This design comes from an exercise in tuning for small area, a short achievable clock period and few clock cycles per item on the open sky130 flow, not from production work.
Function was not checked in any run shown here: the RTL went through the layout flow alone.

==> design/flow/design.v <==
`timescale 1ns / 1ps
module k_table(
    input [5:0] round,
    output reg [31:0] constant
    );
    always @*
    begin
    case (round)
        6'h00 : constant <= 32'h428a2f98;
        6'h01 : constant <= 32'h71374491;
        6'h02 : constant <= 32'hb5c0fbcf;
        6'h03 : constant <= 32'he9b5dba5;
        6'h04 : constant <= 32'h3956c25b;
        6'h05 : constant <= 32'h59f111f1;
        6'h06 : constant <= 32'h923f82a4;
        6'h07 : constant <= 32'hab1c5ed5;
        6'h08 : constant <= 32'hd807aa98;
        6'h09 : constant <= 32'h12835b01;
        6'h0a : constant <= 32'h243185be;
        6'h0b : constant <= 32'h550c7dc3;
        6'h0c : constant <= 32'h72be5d74;
        6'h0d : constant <= 32'h80deb1fe;
        6'h0e : constant <= 32'h9bdc06a7;
        6'h0f : constant <= 32'hc19bf174;
        6'h10 : constant <= 32'he49b69c1;
        6'h11 : constant <= 32'hefbe4786;
        6'h12 : constant <= 32'h0fc19dc6;
        6'h13 : constant <= 32'h240ca1cc;
        6'h14 : constant <= 32'h2de92c6f;
        6'h15 : constant <= 32'h4a7484aa;
        6'h16 : constant <= 32'h5cb0a9dc;
        6'h17 : constant <= 32'h76f988da;
        6'h18 : constant <= 32'h983e5152;
        6'h19 : constant <= 32'ha831c66d;
        6'h1a : constant <= 32'hb00327c8;
        6'h1b : constant <= 32'hbf597fc7;
        6'h1c : constant <= 32'hc6e00bf3;
        6'h1d : constant <= 32'hd5a79147;
        6'h1e : constant <= 32'h06ca6351;
        6'h1f : constant <= 32'h14292967;
        6'h20 : constant <= 32'h27b70a85;
        6'h21 : constant <= 32'h2e1b2138;
        6'h22 : constant <= 32'h4d2c6dfc;
        6'h23 : constant <= 32'h53380d13;
        6'h24 : constant <= 32'h650a7354;
        6'h25 : constant <= 32'h766a0abb;
        6'h26 : constant <= 32'h81c2c92e;
        6'h27 : constant <= 32'h92722c85;
        6'h28 : constant <= 32'ha2bfe8a1;
        6'h29 : constant <= 32'ha81a664b;
        6'h2a : constant <= 32'hc24b8b70;
        6'h2b : constant <= 32'hc76c51a3;
        6'h2c : constant <= 32'hd192e819;
        6'h2d : constant <= 32'hd6990624;
        6'h2e : constant <= 32'hf40e3585;
        6'h2f : constant <= 32'h106aa070;
        6'h30 : constant <= 32'h19a4c116;
        6'h31 : constant <= 32'h1e376c08;
        6'h32 : constant <= 32'h2748774c;
        6'h33 : constant <= 32'h34b0bcb5;
        6'h34 : constant <= 32'h391c0cb3;
        6'h35 : constant <= 32'h4ed8aa4a;
        6'h36 : constant <= 32'h5b9cca4f;
        6'h37 : constant <= 32'h682e6ff3;
        6'h38 : constant <= 32'h748f82ee;
        6'h39 : constant <= 32'h78a5636f;
        6'h3a : constant <= 32'h84c87814;
        6'h3b : constant <= 32'h8cc70208;
        6'h3c : constant <= 32'h90befffa;
        6'h3d : constant <= 32'ha4506ceb;
        6'h3e : constant <= 32'hbef9a3f7;
        default: constant <= 32'hc67178f2;
endcase
end
endmodule
`timescale 1ns / 1ps
module sha_round(start_state, p, result);
input [255:0] start_state;
input [31:0] p;
output [255:0] result;
function [63:0] csa;
    input [31:0] x;
    input [31:0] y;
    input [31:0] z;
    reg [31:0] cy;
    begin
        cy = (x & y) | (z & (x | y));
        csa = {cy[30:0], 1'b0, x ^ y ^ z};
    end
endfunction
wire [31:0] a = start_state[255:224];
wire [31:0] b = start_state[223:192];
wire [31:0] c = start_state[191:160];
wire [31:0] d = start_state[159:128];
wire [31:0] e = start_state[127:96];
wire [31:0] f = start_state[95:64];
wire [31:0] g = start_state[63:32];
wire [31:0] ch = (e & f) ^ (~e & g);
wire [31:0] ma = (a & b) | (c & (a | b));
wire [31:0] sum0 = {a[1:0], a[31:2]} ^ {a[12:0], a[31:13]} ^ {a[21:0], a[31:22]};
wire [31:0] sum1 = {e[5:0], e[31:6]} ^ {e[10:0], e[31:11]} ^ {e[24:0], e[31:25]};
wire [63:0] e1 = csa(p, d, ch);
wire [63:0] e2 = csa(e1[31:0], e1[63:32], sum1);
wire [31:0] e_out = e2[31:0] + e2[63:32];
wire [63:0] a1 = csa(p, ch, ma);
wire [63:0] a2 = csa(sum0, sum1, a1[31:0]);
wire [63:0] a3 = csa(a2[31:0], a2[63:32], a1[63:32]);
wire [31:0] a_out = a3[31:0] + a3[63:32];
assign result = {a_out, a, b, c, e_out, e, f, g};
endmodule
`timescale 1ns / 1ps
module message_schedule(w0, w1, w9, w14, message);
input [31:0] w0;
input [31:0] w1;
input [31:0] w9;
input [31:0] w14;
output [31:0] message;
wire [31:0] s0 = {w1[6:0], w1[31:7]} ^ {w1[17:0], w1[31:18]} ^ {3'b0, w1[31:3]};
wire [31:0] s1 = {w14[16:0], w14[31:17]} ^ {w14[18:0], w14[31:19]} ^ {10'b0, w14[31:10]};
wire [31:0] p = w0 ^ w9 ^ s0;
wire [31:0] pc = (w0 & w9) | (s0 & (w0 | w9));
wire [31:0] pcs = {pc[30:0], 1'b0};
wire [31:0] q = p ^ pcs ^ s1;
wire [31:0] qc = (p & pcs) | (s1 & (p | pcs));
wire [31:0] qcs = {qc[30:0], 1'b0};
assign message = q + qcs;
endmodule
`timescale 1ns / 1ps
module sha_core #(parameter LOADLO = 0) (
    input clk,
    input ld,
    input [31:0] kn,
    input [255:0] init,
    input [31:0] init_h,
    input head_comp,
    input [31:0] head_alt,
    input [31:0] wa,
    input [31:0] we,
    input q61,
    input q62,
    input q63,
    input q64,
    output [255:0] st
);
    reg [255:0] s;
    reg [511:0] w;
    reg [31:0] p;
    wire [255:0] s_next;
    wire [31:0] wnew;
    sha_round core_op (
        .start_state (s),
        .p (p),
        .result (s_next)
    );
    message_schedule messages (
        .w0 (w[31:0]),
        .w1 (w[63:32]),
        .w9 (w[9*32 +: 32]),
        .w14 (w[14*32 +: 32]),
        .message (wnew)
    );
    wire [31:0] head = head_comp ? wnew : head_alt;
    wire [511:0] shifted = {head, w[511:32]};
    wire [31:0] hn = ld ? init_h : s[63:32];
    wire [31:0] wn = w[63:32];
    wire [31:0] pc = (hn & kn) | (wn & (hn | kn));
    wire [31:0] p_next = (hn ^ kn ^ wn) + {pc[30:0], 1'b0};
    always @(posedge clk) begin
        s <= ld ? init : s_next;
        p <= p_next;
        if (LOADLO) begin
            w[511:384] <= shifted[511:384];
            w[383:352] <= q61 ? we : shifted[383:352];                  
            w[351:320] <= shifted[351:320];
            w[319:288] <= q62 ? we : shifted[319:288];                  
            w[287:256] <= shifted[287:256];
            w[255:224] <= q61 ? wa : (q63 ? we : shifted[255:224]);     
            w[223:192] <= shifted[223:192];
            w[191:160] <= q62 ? wa : (q64 ? we : shifted[191:160]);     
            w[159:128] <= shifted[159:128];
            w[127:96]  <= q63 ? wa : shifted[127:96];                   
            w[95:64]   <= shifted[95:64];
            w[63:32]   <= q64 ? wa : shifted[63:32];                    
            w[31:0]    <= shifted[31:0];
        end else begin
            w <= shifted;
        end
    end
    assign st = s;
endmodule
`timescale 1ns / 1ps
module block_solver (
	input clk,
	input rst_n,
	input [255:0] midstate,
	input [95:0] header_leftovers,
	input [255:0] target,
	input [31:0] nonce_start,
	output [2:0] state_out,
	output [31:0] current_nonce
);
localparam [255:0] IV = {
	32'h6a09e667, 32'hbb67ae85, 32'h3c6ef372, 32'ha54ff53a,
	32'h510e527f, 32'h9b05688c, 32'h1f83d9ab, 32'h5be0cd19};
reg [5:0] t;         
reg ld;              
reg q61, q62, q63;   
reg p0, p1;          
reg [1:0] fill;      
reg done;
reg nosol;
reg [31:0] cur;      
reg [31:0] mwa, mwe;  
reg [31:0] mid_h;    
reg hlt, hgt, llt, lgt;    
reg [31:0] k_in;     
reg [31:0] k_out;    
reg [31:0] twa, twe;  
wire [31:0] k_rom;
k_table constants (.round(ld ? 6'd1 : (t == 6'd63 ? 6'd0 : t + 6'd2)), .constant(k_rom));
wire [255:0] s_in;
wire [255:0] s_out;
wire [31:0] cur1 = cur + 32'd1;
wire [31:0] feed = fill[1] ? {cur[31:1] + 31'd1, cur[0]} : (fill[0] ? cur1 : cur);
reg [31:0] in_alt;
always @(*) begin
	in_alt = 32'h0;
	if (ld) in_alt = 32'h00000280;
	else case (t)
		6'd49: in_alt = header_leftovers[95:64];
		6'd50: in_alt = header_leftovers[63:32];
		6'd51: in_alt = header_leftovers[31:0];
		6'd52: in_alt = feed;    
		6'd53: in_alt = 32'h80000000;
		default: in_alt = 32'h0;
	endcase
end
wire in_comp = !ld && (t < 6'd48);
wire [31:0] out_alt = p0 ? 32'h00000100 : (!ld && t == 6'd58 ? 32'h80000000 : 32'h0);
wire out_comp = !ld && !p0 && (t <= 6'd48);
always @(posedge clk) begin
	mid_h <= midstate[31:0];
	if (!ld && t == 6'd60) begin
		mwa <= midstate[159:128]; mwe <= midstate[31:0];
	end else if (q61) begin
		mwa <= midstate[191:160]; mwe <= midstate[63:32];
	end else if (q62) begin
		mwa <= midstate[223:192]; mwe <= midstate[95:64];
	end else begin
		mwa <= midstate[255:224]; mwe <= midstate[127:96];
	end
end
wire [31:0] h1a = s_in[255:224] + mwa;
wire [31:0] h1e = s_in[127:96] + mwe;
sha_core #(.LOADLO(0)) inner_core (
	.clk(clk), .ld(ld), .kn(k_in), .init(midstate), .init_h(mid_h),
	.head_comp(in_comp), .head_alt(in_alt),
	.wa(32'b0), .we(32'b0), .q61(q61), .q62(q62), .q63(q63), .q64(ld), .st(s_in));
sha_core #(.LOADLO(1)) outer_core (
	.clk(clk), .ld(p0), .kn(k_out), .init(IV), .init_h(IV[31:0]),
	.head_comp(out_comp), .head_alt(out_alt),
	.wa(h1a), .we(h1e), .q61(q61), .q62(q62), .q63(q63), .q64(ld), .st(s_out));
reg [1:0] lp;         
always @(posedge clk) lp <= q61 ? 2'd0 : lp + 2'd1;
reg [31:0] ia_w, ie_w;
always @(*) begin
	case (lp)
	2'd0: begin ia_w = IV[159:128]; ie_w = IV[31:0];   end
	2'd1: begin ia_w = IV[191:160]; ie_w = IV[63:32];  end
	2'd2: begin ia_w = IV[223:192]; ie_w = IV[95:64];  end
	default: begin ia_w = IV[255:224]; ie_w = IV[127:96]; end
	endcase
end
always @(posedge clk) begin
	if (q61) begin
		twa <= target[127:96];    twe <= target[255:224];
	end else if (q62) begin
		twa <= target[95:64];     twe <= target[223:192];
	end else if (q63) begin
		twa <= target[63:32];     twe <= target[191:160];
	end else begin
		twa <= target[31:0];      twe <= target[159:128];
	end
end
wire [31:0] h2a = s_out[255:224] + ia_w;
wire [31:0] h2e = s_out[127:96] + ie_w;
wire [31:0] hva = {h2a[7:0], h2a[15:8], h2a[23:16], h2a[31:24]};
wire [31:0] hve = {h2e[7:0], h2e[15:8], h2e[23:16], h2e[31:24]};
wire [32:0] hi_d = {1'b0, hve} - {1'b0, twe};
wire [32:0] lo_d = {1'b0, hva} - {1'b0, twa};
wire hi_eq = hve == twe;
wire lo_eq = hva == twa;
wire hi_lt = hi_d[32];
wire hi_gt = !hi_d[32] && !hi_eq;
wire lo_lt = lo_d[32];
wire lo_gt = !lo_d[32] && !lo_eq;
wire hlt_n = (hlt | (!hgt & hi_lt)) & !q62 | q62 & hi_lt;
wire hgt_n = (hgt | (!hlt & hi_gt)) & !q62 | q62 & hi_gt;
wire llt_n = (llt | (!lgt & lo_lt)) & !q62 | q62 & lo_lt;
wire lgt_n = (lgt | (!llt & lo_gt)) & !q62 | q62 & lo_gt;
wire found = hlt | (!hgt & llt);
wire last = &cur;    
always @(posedge clk) begin
	hlt <= hlt_n;
	hgt <= hgt_n;
	llt <= llt_n;
	lgt <= lgt_n;
	k_in <= k_rom;
	k_out <= k_in;
	if (!rst_n) begin
		t <= 6'd49;
		ld <= 1'b0;
		q61 <= 1'b0;
		q62 <= 1'b0;
		q63 <= 1'b0;
		p0 <= 1'b0;
		p1 <= 1'b0;
		fill <= 2'd0;
		done <= 1'b0;
		nosol <= 1'b0;
		cur <= nonce_start;
	end else begin
		if (!ld) t <= t + 6'd1;
		q61 <= !ld && (t == 6'd60);
		q62 <= q61;
		q63 <= q62;
		ld <= q63;
		p0 <= ld;
		p1 <= p0;
		if (p1 && !done) begin
			if (fill != 2'd2) begin
				fill <= fill + 2'd1;
			end else if (found) begin
				done <= 1'b1;
			end else if (last) begin
				done <= 1'b1;
				nosol <= 1'b1;
			end else begin
				cur <= cur1;
			end
		end
	end
end
assign state_out = {1'b0, done, nosol};
assign current_nonce = cur;
endmodule
==> design/flow/flow/run.sh <==
#!/bin/bash
set -euo pipefail
export SETUP_SLACK_MARGIN=11
export BUFFER_PORTS_ARGS="-buffer_cell sky130_fd_sc_hd__buf_1"
bash standard.sh > standard.log 2>&1
==> design/flow/standard.sh <==
#!/bin/bash
# synth_recipe.tcl (not shown) runs the flow's synth.tcl, then flattens the netlist and writes it again
# the make line also repeats each setting of config.mk as NAME=value (left out here)
make -C /OpenROAD-flow-scripts/flow DESIGN_CONFIG=/design/flow/config.mk WORK_HOME=/design/flow/orfs CLKGATE_MAP_FILE= SYNTH_SCRIPT=/design/flow/synth_recipe.tcl "${@:-finish}"
==> design/flow/config.mk <==
export PLATFORM = sky130hd
export DESIGN_NAME = block_solver
export DESIGN_NICKNAME = block_solver
export VERILOG_FILES = /design/flow/design.v
export SDC_FILE = /design/flow/constraint.sdc
export NUM_CORES = 8
export LEC_CHECK = 0
export CAP_MARGIN = 20
export CORE_MARGIN = 2
export CORE_UTILIZATION = 40
export CTS_BUF_LIST = sky130_fd_sc_hd__clkbuf_8
export CTS_CLUSTER_SIZE = 20
export SLEW_MARGIN = 20
==> design/flow/constraint.sdc <==
create_clock -name core_clock -period 16.0 [get_ports {clk}]
set_input_delay 3.2000 -clock core_clock [delete_from_list [all_inputs] [get_ports {clk}]]
set_output_delay 3.2000 -clock core_clock [all_outputs]
set_load 0.01 [all_outputs]
==> flow_summary.yaml, run 1 <==
outcome:
  status: "complete, no violations"
worst_setup_path:
  crit_path_start: "cur[0]$_DFFE_PP_"
  slowest_delay_ns: 0.42
  ff2ff_path_depth: 15
  arrival_ns: 1.71
  critical_path_class: "reg -> out"
  crit_path_end_kind: "output pin"
  cp_max_fo: 2
  start_kind: "flip-flop"
  reg2reg_from: "inner_core.s[104]$_DFF_P_"
  cp_data_required_time_ns: 12.80
  worstPathCellList: "buf_12 > buf_6"
  rrSetupSlack_ns: 11.10
  worstReg2RegEnd: "inner_core.s[127]$_DFF_P_"
  crit_slowest_cell: "edfxtp_1"
place:
  gp_congestion: 0.978
  portBuffers: 675
  dpl.hpwl_mm: 251
  place_area_mm2: 0.0966
  dp_cells: 12486
global_routing:
  grt_first_pass_wirelength_mm: 460
  grt_max_degree: 103
  grt_usage_pct: 27.0
  antenna_found_initial: 23
  grt_overflow_total: 0
  grt_pass1_vias: 68619
yosys:
  yosys.area.top_type: "dfxtp_1"
  synth_compound_area_share_pct: 12.5
  syn_nets: 10746
  synth_top_family_by_area: "adder cells"
  synth_top_cell_area_share_pct: 39.1
  yosys.area_share.adder_pct: 17.8
  synthCells: 9156
  yosysSeqAreaShare_pct: 40.1
  yosysWarnings: 5
  synth-edff-count: 32
  muxShareOfSynthArea_pct: 6.66
  ys_async_sr_fraction_pct: 0
  ys_ff_latch: 1814
  synthFlopType: "dfxtp_1"
  synth.cell_area_mm2: 0.0913
  synth_cell_types: 85
  synth_xor_xnor_area_share_pct: 8.61
  synth_area_leaders: "dfxtp_1 39%, fa_1 11%, ha_1 6.1%"
  yosys.area_share.simple_pct: 8.89
  avgSynthCellArea_um2: 9.97
cts:
  cts_buffers: 329
  cts_buffer_depth: 4
  clk_latency_ns: 1.09
  tritoncts: "done"
  root_buffer: "clkbuf_8"
  h-tree-depth: 5
  ctsHoldBuffers: 0
  clkSinkCount: 1814
  clkTransAtPathRegs_ns: 0.06
timing:
  rsz0062_at_grt: "yes"
  hold_viol: 0
  period_share_pct: 30.7
  worstMarginPinSlew_ns: 1.29
  finalCriticalPeriod_ns: 4.91
  finClkSkew_ns: 0.0972
  tns_ns: 0
  slew_violations: 0
  max_freq_mhz: 203
  slew_headroom_pct: 12.9
  setup_viol: 0
min_path:
  hold_path.class: "reg -> reg"
  min_to: "outer_core.w[321]$_DFF_P_"
  worstHoldStart: "outer_core.w[353]$_DFF_P_"
  min_path_cells: 0
finish:
  drive_gt1_share_pct: 13.8
  fillers: 21555
  layout.cells.non_filler: 13155
  layout.nets: 11494
  final_cell_area_mm2: 0.105
  final_common_cell: "dfxtp_1"
  area_growth_pct: 15.3
  final_cell_mix: "1683 x dfxtp_1, 982 x inv_1, 673 x buf_1"
  fin_util_pct: 46.3
detailed_routing:
  ant_nets: 0
  wire_per_inst_um: 24.4
  via_per_inst: 5.25
  first_pass_iters: 8
  drtIter0Drc: 5435
  drc: 0
  wl_mm: 321
  via_count: 69074
run:
  max_cap_violations: 0
floorplanning:
  initial_core_util_pct: 40.2
  die_h_um: 482
  core_mm2: 0.227
  row_count: 175
  ioPinCount: 677
  dieWidth_um: 482
  dieArea_mm2: 0.232
==> state kept, by name (all words and copies together), names as in the netlist, 224 cells and up <==
| name | count |
|---|---|
| inner_core.s | 224 |
| inner_core.w | 512 |
| outer_core.w | 512 |
| outer_core.s | 224 |
==> layer usage <==
metal,up-vias,global-route usage [%],wire length [µm]
li1,32094,-,-
met1,33891,36.9,143000
met2,2575,43.0,145000
met3,510,4.20,21400
met4,4,9.64,11700
met5,-,0,27
==> how the worst max path moves through the flow <==
stage	endpoint	slack, ns	cells after the start
4_1_cts	current_nonce[0]	10.97	2
3_3_place_gp	outer_core.s[251]$_SDFF_PP1_	9.76	16
2_1_floorplan	outer_core.s[251]$_SDFF_PP1_	11.11	17
3_5_place_dp	inner_core.p[29]$_DFF_P_	9.76	15
6_report	current_nonce[0]	11.09	2
5_1_grt	hgt$_DFF_P_	10.91	24
==> cells in the mapped netlist (all sizes together), types with 16 or more instances <==
library cell,instances
a31oi,67
o211ai,50
a21boi,35
nand3,101
dfxtp,1782
inv,894
a211oi,52
nand2b,93
a222oi,25
clkbuf,373
nor2,496
and3,40
o21ai,486
o22ai,39
and2,32
xnor2,576
mux2,366
a22oi,26
nor2b,150
fa,502
edfxtp,32
maj3,58
buf,50
mux2i,193
o31ai,35
a21oi,547
ha,446
a21o,186
o311ai,20
nand4,41
or3,16
nor3,87
o21a,74
o21bai,37
xor2,321
or2,116
nand2,502
==> logic make-up (layout without fill, tap and decap cells) <==
logic type	after synthesis	count (layout)
flip-flops	1814	1814
AND/OR/NAND/NOR	1724	1724
other	1	16
adder cells (fa/ha/maj)	1006	1006
AO/OA/AOI/OAI	1834	1834
buffers and inverters	1320	2295
multiplexers	560	560
XOR/XNOR	897	897
==> worst max-delay path, delay by kind of cell, from the launching register on <==
kind | cells | cell delay (ns)
buffers and inverters | 2 | 0.26
DFF | 1 | 0.42
==> metrics by stage <==
| stage | hold slack [ns] | worst slack (ns) |
|---|---|---|
| final | 0.283 | 11.09 |
| after global routing | 0.295 | 10.91 |
| after CTS | 0.274 | 10.97 |
| after detailed placement | 0.312 | 9.76 |
| after global placement | 0.310 | 9.76 |
| after floorplan | 0.310 | 11.11 |
==> repair_timing <==
action / 4_1_cts / 5_1_grt
buffers inserted: 51 / 44
endpoints found under the setup margin: 104 / 78
pin swaps: 21 / 59
gates resized for setup: 177 / 201
==> area by class of cell <==
| cell class | instances | area, µm² | area share (%) |
|---|---|---|---|
| Antenna cell | 15 | 37.5 | 0.0357 |
| Clock buffer | 400 | 5510 | 5.23 |
| Clock inverter | 158 | 1070 | 1.01 |
| Inverter | 897 | 3390 | 3.22 |
| Multi-Input combinational cell | 6022 | 50700 | 48.2 |
| Sequential cell | 1814 | 36900 | 35.0 |
| Tap cell | 3009 | 3760 | 3.58 |
| Timing Repair Buffer | 840 | 3890 | 3.70 |
==> run 2: changes to the inputs <==
--- a/design/flow/design.v
+++ b/design/flow/design.v
@@ -213,11 +213,9 @@
 reg [31:0] mwa, mwe;  
 reg [31:0] mid_h;    
 reg hlt, hgt, llt, lgt;    
-reg [31:0] k_in;     
 reg [31:0] k_out;    
-reg [31:0] twa, twe;  
-wire [31:0] k_rom;
-k_table constants (.round(ld ? 6'd1 : (t == 6'd63 ? 6'd0 : t + 6'd2)), .constant(k_rom));
+wire [31:0] k_in;
+k_table constants (.round(ld ? t : t + 6'd1), .constant(k_in));
 wire [255:0] s_in;
 wire [255:0] s_out;
 wire [31:0] cur1 = cur + 32'd1;
@@ -260,40 +258,30 @@
 	.clk(clk), .ld(p0), .kn(k_out), .init(IV), .init_h(IV[31:0]),
 	.head_comp(out_comp), .head_alt(out_alt),
 	.wa(h1a), .we(h1e), .q61(q61), .q62(q62), .q63(q63), .q64(ld), .st(s_out));
-reg [1:0] lp;         
-always @(posedge clk) lp <= q61 ? 2'd0 : lp + 2'd1;
-reg [31:0] ia_w, ie_w;
+reg [31:0] ia_w, ie_w, ta_w, te_w;
 always @(*) begin
-	case (lp)
-	2'd0: begin ia_w = IV[159:128]; ie_w = IV[31:0];   end
-	2'd1: begin ia_w = IV[191:160]; ie_w = IV[63:32];  end
-	2'd2: begin ia_w = IV[223:192]; ie_w = IV[95:64];  end
-	default: begin ia_w = IV[255:224]; ie_w = IV[127:96]; end
-	endcase
-end
-always @(posedge clk) begin
-	if (q61) begin
-		twa <= target[127:96];    twe <= target[255:224];
-	end else if (q62) begin
-		twa <= target[95:64];     twe <= target[223:192];
+	if (q62) begin
+		ia_w = IV[159:128];       ie_w = IV[31:0];
+		ta_w = target[127:96];    te_w = target[255:224];
 	end else if (q63) begin
-		twa <= target[63:32];     twe <= target[191:160];
+		ia_w = IV[191:160];       ie_w = IV[63:32];
+		ta_w = target[95:64];     te_w = target[223:192];
+	end else if (ld) begin
+		ia_w = IV[223:192];       ie_w = IV[95:64];
+		ta_w = target[63:32];     te_w = target[191:160];
 	end else begin
-		twa <= target[31:0];      twe <= target[159:128];
+		ia_w = IV[255:224];       ie_w = IV[127:96];
+		ta_w = target[31:0];      te_w = target[159:128];
 	end
 end
 wire [31:0] h2a = s_out[255:224] + ia_w;
 wire [31:0] h2e = s_out[127:96] + ie_w;
 wire [31:0] hva = {h2a[7:0], h2a[15:8], h2a[23:16], h2a[31:24]};
 wire [31:0] hve = {h2e[7:0], h2e[15:8], h2e[23:16], h2e[31:24]};
-wire [32:0] hi_d = {1'b0, hve} - {1'b0, twe};
-wire [32:0] lo_d = {1'b0, hva} - {1'b0, twa};
-wire hi_eq = hve == twe;
-wire lo_eq = hva == twa;
-wire hi_lt = hi_d[32];
-wire hi_gt = !hi_d[32] && !hi_eq;
-wire lo_lt = lo_d[32];
-wire lo_gt = !lo_d[32] && !lo_eq;
+wire hi_lt = hve < te_w;
+wire hi_gt = hve > te_w;
+wire lo_lt = hva < ta_w;
+wire lo_gt = hva > ta_w;
 wire hlt_n = (hlt | (!hgt & hi_lt)) & !q62 | q62 & hi_lt;
 wire hgt_n = (hgt | (!hlt & hi_gt)) & !q62 | q62 & hi_gt;
 wire llt_n = (llt | (!lgt & lo_lt)) & !q62 | q62 & lo_lt;
@@ -305,7 +293,6 @@
 	hgt <= hgt_n;
 	llt <= llt_n;
 	lgt <= lgt_n;
-	k_in <= k_rom;
 	k_out <= k_in;
 	if (!rst_n) begin
 		t <= 6'd49;
==> design/flow/flow/run.sh (replaced) <==
#!/bin/bash
# Standard layout, with the resizer asked for 11 ns of setup slack (a 5 ns
# period) instead of none.
set -euo pipefail
export SETUP_SLACK_MARGIN=11
bash standard.sh > standard.log 2>&1
--- a/design/flow/config.mk
+++ b/design/flow/config.mk
@@ -8,6 +8,4 @@
 export CAP_MARGIN = 20
 export CORE_MARGIN = 2
 export CORE_UTILIZATION = 40
-export CTS_BUF_LIST = sky130_fd_sc_hd__clkbuf_8
-export CTS_CLUSTER_SIZE = 20
 export SLEW_MARGIN = 20
==> run 2 against run 1 <==
Non-clock buffer count rose by 148; critical path depth increased by 19; first-iteration DRC count grew 3.1%; fmax decreased by 11%; clock skew down 0.022 ns; via count rose by 0.45%; global-route usage is 3.8 points higher; critical path type is now reg -> reg; largest cell class unchanged.
==> flow_summary.yaml, run 2 <==
worst_setup_path:
  cp_common_cell: "inv_1"
  crit_path_end_kind: "flip-flop"
  worstPathCellList: "nor2b_4 > nand3_1 > xor2_4 > buf_4 > buf_6 > o31ai_1 > a21oi_1 > o21ai_0 > o311a_1 > a31oi_1 > inv_1 > fa_1 > inv_1 > ha_1 > inv_1 > o21ai_0 > o21a_1 > buf_6 > a211o_1 > a21oi_2 > xnor2_1"
  start_kind: "flip-flop"
  crit_slowest_cell: "a31oi_1"
  cp_max_fo: 28
  cp_data_required_time_ns: 16.73
  arrival_ns: 6.25
  slowest_delay_ns: 0.66
  critical_path_class: "reg -> reg"
yosys:
  synthCells: 8989
  syn_nets: 10565
  synth.cell_area_mm2: 0.0888
  synth_cell_types: 91
  synth_common_cells: "1684 x dfxtp_1, 937 x inv_1, 629 x xnor2_1"
  synth-edff-count: 32
  yosys.area.top_type: "dfxtp_1"
  synthFlopType: "dfxtp_1"
  ys_async_sr_fraction_pct: 0
  synth_area_leaders: "dfxtp_1 38%, fa_1 11%, xnor2_1 6.2%"
  ys_ff_latch: 1716
  synth_top_cell_area_share_pct: 38.0
  yosysWarnings: 5
  post-synth-top-count-cell: "dfxtp_1"
  yosysSeqAreaShare_pct: 39.1
  avgSynthCellArea_um2: 9.88
floorplanning:
  core_mm2: 0.220
  dieArea_mm2: 0.226
  dieWidth_um: 475
  row_count: 172
  initial_core_util_pct: 40.3
  die_h_um: 475
  ioPinCount: 677
detailed_routing:
  first_pass_iters: 6
  via_per_inst: 5.38
  wl_mm: 355
  wire_per_inst_um: 27.5
  ant_nets: 0
  via_count: 69385
  drc: 0
  drtIter0Drc: 5603
cts:
  root_buffer: "clkbuf_16"
  cts_buffers: 184
  clkTransAtPathRegs_ns: 0.06
  clk_latency_ns: 0.89
  tritoncts: "done"
  cts_buffer_depth: 3
  h-tree-depth: 4
  clkSinkCount: 1716
global_routing:
  grt_pass1_vias: 68460
  antenna_found_initial: 37
  grt_usage_pct: 30.7
  grt_max_degree: 106
  grt_first_pass_wirelength_mm: 497
  grt_overflow_total: 0
finish:
  drive_gt1_share_pct: 15.3
  final_cell_mix: "1605 x dfxtp_1, 914 x inv_1, 628 x clkdlybuf4s50_1"
  final_cell_area_mm2: 0.110
  final_common_cell: "dfxtp_1"
  layout.nets: 11345
  reg.largest.list: "inner_core.w (512), outer_core.w (512)"
  area_growth_pct: 23.7
timing:
  slew_violations: 0
  hold_viol: 0
  max_freq_mhz: 181
  tns_ns: 0
  setup_viol: 0
  finClkSkew_ns: 0.0754
  finalCriticalPeriod_ns: 5.52
  slew_headroom_pct: 16.6
  rsz0062_at_grt: "yes"
  worstMarginPinSlew_ns: 1.24
  period_share_pct: 34.5
  setup_ws_ns: 10.48
place:
  dpl.hpwl_mm: 275
  place_area_mm2: 0.0988
  portBuffers: 675
  gp_congestion: 0.975
  dp_slack_ns: 9.30
outcome:
  status: "complete, no violations"
run:
  max_cap_violations: 0
min_path:
  hold_path.class: "reg -> reg"
[run 2: changes by cell type in the layout (fill, tap and decap cells not counted), moves of 60 or more]
cell,delta
clkbuf_8,-364
dfxtp_1,-78
buf_1,-673
clkbuf_16,+185
o21ai_0,-114
inv_1,-68
buf_4,+99
clkdlybuf4s50_1,+628
nor2_1,+60
[run 2: kinds of logic after synthesis]
group / Yosys count / synth area share (%)
AO/OA/AOI/OAI: 1727 / 12.2
other: 1 / 0.00422
buffers and inverters: 1339 / 5.69
multiplexers: 549 / 6.68
adder cells (fa/ha/maj): 1006 / 18.2
flip-flops: 1716 / 39.1
AND/OR/NAND/NOR: 1745 / 9.20
XOR/XNOR: 906 / 8.94
[run 2: final timing paths]
check                                             startpoint                        end  slack [ns]  depth (start not counted)
worst max-delay path                         t[2]$_SDFF_PN0_   inner_core.p[31]$_DFF_P_       10.48                         21
worst min-delay path            outer_core.w[495]$_SDFF_PN0_  outer_core.w[463]$_DFF_P_        0.30                          0
worst max register to register               t[2]$_SDFF_PN0_   inner_core.p[31]$_DFF_P_       10.48                         21
worst min register to register  outer_core.w[495]$_SDFF_PN0_  outer_core.w[463]$_DFF_P_        0.30                          0
[run 2: layout make-up]
type	count	area, µm²
antenna	28	70.1
timing repair buffer	988	9770
sequential	1716	34900
clock inverter	84	1320
fill	20122	110000
inverter	943	3610
clock buffer	255	5230
tap	2958	3700
multi-input combinational	5935	51200
timing repair inverter	1	8.76
[run 2: critical path: cells and delay by family (launching register included)]
| family | cells | cell delay, ns |
|---|---|---|
| buffers and inverters | 6 | 1.13 |
| flip-flops | 1 | 0.41 |
| AO/OA/AOI/OAI | 9 | 2.18 |
| XOR/XNOR | 2 | 0.27 |
| AND/OR/NAND/NOR | 2 | 0.48 |
| adder cells (fa/ha/maj) | 2 | 0.91 |
[run 2: per-layer routing]
metal / global-route usage, % / part of all wire [%] / up-vias
met3: 5.32 / 6.9 / 665
li1: - / - / 31495
met5: 0 / 0.033 / -
met4: 15.8 / 5.6 / 18
met1: 39.5 / 42 / 34297
met2: 49.5 / 46 / 2910
[run 2: metrics by stage]
step                util, %  instances  hold slack (ns)
detailed placement     44.9      12329            0.312
global placement       44.9      12329            0.310
global route           49.9      12896            0.301
CTS                    49.4      12831            0.290
floorplan                 -       8989            0.310
finish                 49.9      12908            0.302
[run 2: repair_timing]
item | CTS | global route
gates cloned | 12 | 1
hold buffers | 0 | 0
resized for setup | 528 | 144
setup endpoints to repair | 143 | 66
pin swaps | 131 | 90
buffers inserted | 151 | 47

what the ideal ports hide:
The flow's constraints put no driver on any port. The routed layouts listed below were extracted and timed again, unchanged, in two steps. Step 1 sets driving cells, clkbuf_16 on the clock port and buf_2 on the other inputs (assumed; they add their load-dependent delay and slew). Step 2 times the ports against the registers' clock, not the clock port: input delays grow and output delays shrink by t, the midpoint of the rising clock arrivals with the driver on. a / b / c = ideal ports / drivers / drivers and shift; a / b = the first two.
| run | shift t [ns] | setup slack, ns | clock arrival spread, ns | slew at the worst register clock pin (ns) | pins driven straight from the clock port |
|---|---|---|---|---|---|
| run 1 | 1.122 | 11.085 / 11.002 / 10.847 | 0.100 / 0.100 | 0.07 / 0.07 | 1 |
| run 2 | 0.949 | 10.485 / 10.485 / 9.732 | 0.078 / 0.078 | 0.08 / 0.08 | 1 |
After both steps every run listed still meets setup and hold. For run 2, which loses most, drivers alone change the setup slack by 0.000 ns; drivers and shift together by -0.753 ns.
